Source: an optimization exercise on an open RTL-to-GDS flow (aim: small area). Production flows keep margins and buffers that such runs may drop.
Function was checked by simulation only, so behaviour that the tests miss may differ from the original.
Power is estimated from default activity; no workload was simulated. The flow treats the clock pin as an ideal source, which a real chip does not have.

## pupil_pipeline
module pupil_pipeline #(
	parameter IMG_WIDTH = 320
	)
	(
	input        clk,
	input        rst_n,
	input        pix_valid,
	input  [7:0] pix_in,
	output       out_valid,
	output [7:0] out_pixel
	);
make LEC_CHECK=0 CAP_MARGIN=5 CORE_MARGIN=2 CORE_UTILIZATION=80 CTS_CLUSTER_DIAMETER=100 CTS_CLUSTER_SIZE=33 PLACE_DENSITY=0.9 SLEW_MARGIN=5 finish   # period 8.0 ns
run.sh (not shown) runs the stock make flow with config.mk's settings and CLKGATE_MAP_FILE= SYNTH_SCRIPT=/design/flow/synth_recipe.tcl, a recipe that flattens the netlist after the stock synthesis.
The first run completed without violations.
Next try:
- CAP_MARGIN: 5 -> 20
- CORE_UTILIZATION: 80 -> 45
- CTS_CLUSTER_SIZE: 33 -> 30
- PLACE_DENSITY: 0.9 -> 0.6
- SLEW_MARGIN: 5 -> 20
Effect: The changed run finished with timing, DRC and antenna clean. Setup slack is worse by 0.0040 ns. Synthesized area does not change. Non-clock buffer count grows by 7. Synthesized cell count is unchanged. Power grows by 2.5%. Cell area grows by 2.1%. Routed wire length shrinks by 8.1%.


pupil_pipeline again, from the RTL that the note above started with.
==> flow/config.mk <==
export PLATFORM = sky130hd
export DESIGN_NAME = pupil_pipeline
export DESIGN_NICKNAME = pupil_pipeline
export VERILOG_FILES = /design/flow/design.v
export SDC_FILE = /design/flow/constraint.sdc
export NUM_CORES = 4
export LEC_CHECK = 0
export CAP_MARGIN = 5
export CORE_MARGIN = 2
export CORE_UTILIZATION = 70
export CTS_CLUSTER_DIAMETER = 100
export CTS_CLUSTER_SIZE = 33
export PLACE_DENSITY = 0.8
export SLEW_MARGIN = 5
==> flow/constraint.sdc <==
create_clock -name core_clock -period 8.0 [get_ports {clk}]
set_input_delay 1.6000 -clock core_clock [delete_from_list [all_inputs] [get_ports {clk}]]
set_output_delay 1.6000 -clock core_clock [all_outputs]
set_load 0.01 [all_outputs]
The starting point ran to the end with no violations.
==> next run, changes <==
Settings changed: CAP_MARGIN 5 to 0, CORE_UTILIZATION 70 to 80, CTS_CLUSTER_SIZE 33 to 34, PLACE_DENSITY 0.8 to 0.9, SLEW_MARGIN 5 to 0.
=>
- register-to-register slack degrades by 0.30 ns
- via count is higher by 0.71%
- global-route usage is higher by 3.8 points
- worst setup slack degrades by 0.11 ns
- routed wire length is higher by 4.9%
- synthesized cell count does not change
- clock-buffer cell count is lower by 7


## lane 1
Another version of the RTL of pupil_pipeline (not shown whole).
Size in the first run: about 6500 flip-flops, roughly 20 I/O pins, about 190000 µm² of cells after synthesis.
## pupil_pipeline
module pupil_pipeline #(
	parameter IMG_WIDTH = 320
	)
	(
	input        clk,
	input        rst_n,
	input        pix_valid,
	input  [7:0] pix_in,
	output       out_valid,
	output [7:0] out_pixel
	);
Settings: LEC_CHECK=0, CAP_MARGIN=0, CORE_MARGIN=2, CORE_UTILIZATION=80, CTS_CLUSTER_DIAMETER=100, CTS_CLUSTER_SIZE=33, PLACE_DENSITY=0.9, SLEW_MARGIN=0; clock period 8.0 ns.
Modified inputs, lane 2 compared to lane 1
Settings: changing PLACE_DENSITY from 0.9 to 0.85; changing CORE_UTILIZATION from 80 to 75.
### Flow results
No stage failed in lane 2, and the final checks on the layout all came back clean.
pix_in[5] as the launch point of the worst path was reported by lane 2, and pix_in[7] by lane 1.
Against lane 1, post-DP HPWL in lane 2 fell by a few percent.
Delta (lane 2 minus lane 1): utilization went down by 4.7 points, total chip power was more or less identical.
What lane 3 does differently from lane 2 at the input level:
Settings: swapping 75 for 80 in CORE_UTILIZATION; swapping 0.85 for 0.9 in PLACE_DENSITY; swapping 33 for 30 in CTS_CLUSTER_SIZE.
Findings:
First-iteration DRC count (lower): lane 2. Measured against lane 3, the die area of lane 2 comes out at 1.07 times the reference value. Where time the final worst path needs with I/O delays and setup is concerned, lane 2 is outperformed by lane 3. Between lane 3 and lane 2, the hold slack does not differ in any meaningful way. Between lane 2 and lane 3, number of global-route vias before repair increased. Delta (lane 3 minus lane 2): number of standard-cell rows in the floorplan went down by 5; global-route usage climbed 2.6 points. Of lane 2 and lane 3, the run reporting the higher wire length after detailed routing was lane 3. Of lane 3 and lane 2, it is lane 3 that has the lower floorplan die height.
Inputs modified between lane 3 and lane 4:
Settings: CTS_CLUSTER_SIZE: 30 -> 32.
==> comparison <==
- Across lane 3 and lane 4, none had a timing, DRC or antenna violation.
- Between lane 3 and lane 4, the fraction of layout cells with a size suffix above 1 figures differ only marginally.
- On setup slack of the critical path after layout, lane 4 tracks lane 3 almost exactly.
- Fmax delta (lane 3 -> lane 4): insignificant
- Per the comparison of lane 4 with lane 3, total power lost about 0.64%; finished layout cell area neither gained nor lost much.

re-timing with driven ports:
In the flow no input, the clock included, has a driving cell. The finished layouts below were timed again as built, in two steps.
Step 1 (the two cells are an assumption about what drives the block):
set clk [get_ports {clk}]
set_driving_cell -lib_cell sky130_fd_sc_hd__clkbuf_16 $clk
set_driving_cell -lib_cell sky130_fd_sc_hd__buf_2 [delete_from_list [all_inputs] $clk]
Step 2, shift: input delay + t, output delay - t, t = (earliest + latest rising clock arrival at the registers) / 2. This alone moves slack from input paths to output paths.
Three values: ideal ports, drivers, drivers and shift; two values: the first two.
| run | t (ns) | slack for setup (ns) | slew at the worst register clock pin (ns) | worst slew at a driven data input, ns | pins driven straight from the clock port |
|---|---|---|---|---|---|
| the first run of note 1 | 0.970 | 4.257 / 4.166 / 4.062 | 0.12 / 0.12 | 0.04 | 1 |
| the second run of note 1 | 1.064 | 4.253 / 4.151 / 3.794 | 0.11 / 0.11 | 0.16 | 1 |
| the first run of note 2 | 1.006 | 4.408 / 4.316 / 4.098 | 0.12 / 0.12 | 0.03 | 1 |
| the second run of note 2 | 0.958 | 4.301 / 4.210 / 4.049 | 0.12 / 0.12 | 0.04 | 1 |
| lane 1 | 0.978 | 3.523 / 3.590 / 2.612 | 0.12 / 0.12 | 0.11 | 1 |
| lane 2 | 0.985 | 3.448 / 3.519 / 2.533 | 0.12 / 0.12 | 0.05 | 1 |
| lane 3 | 0.982 | 3.543 / 3.614 / 2.633 | 0.11 / 0.11 | 0.10 | 1 |
| lane 4 | 0.974 | 3.540 / 3.612 / 2.638 | 0.12 / 0.12 | 0.10 | 1 |
After both steps every run listed still meets setup and hold. The setup slack of lane 2, which loses most, moves by +0.071 ns with the drivers and by -0.915 ns with both steps.
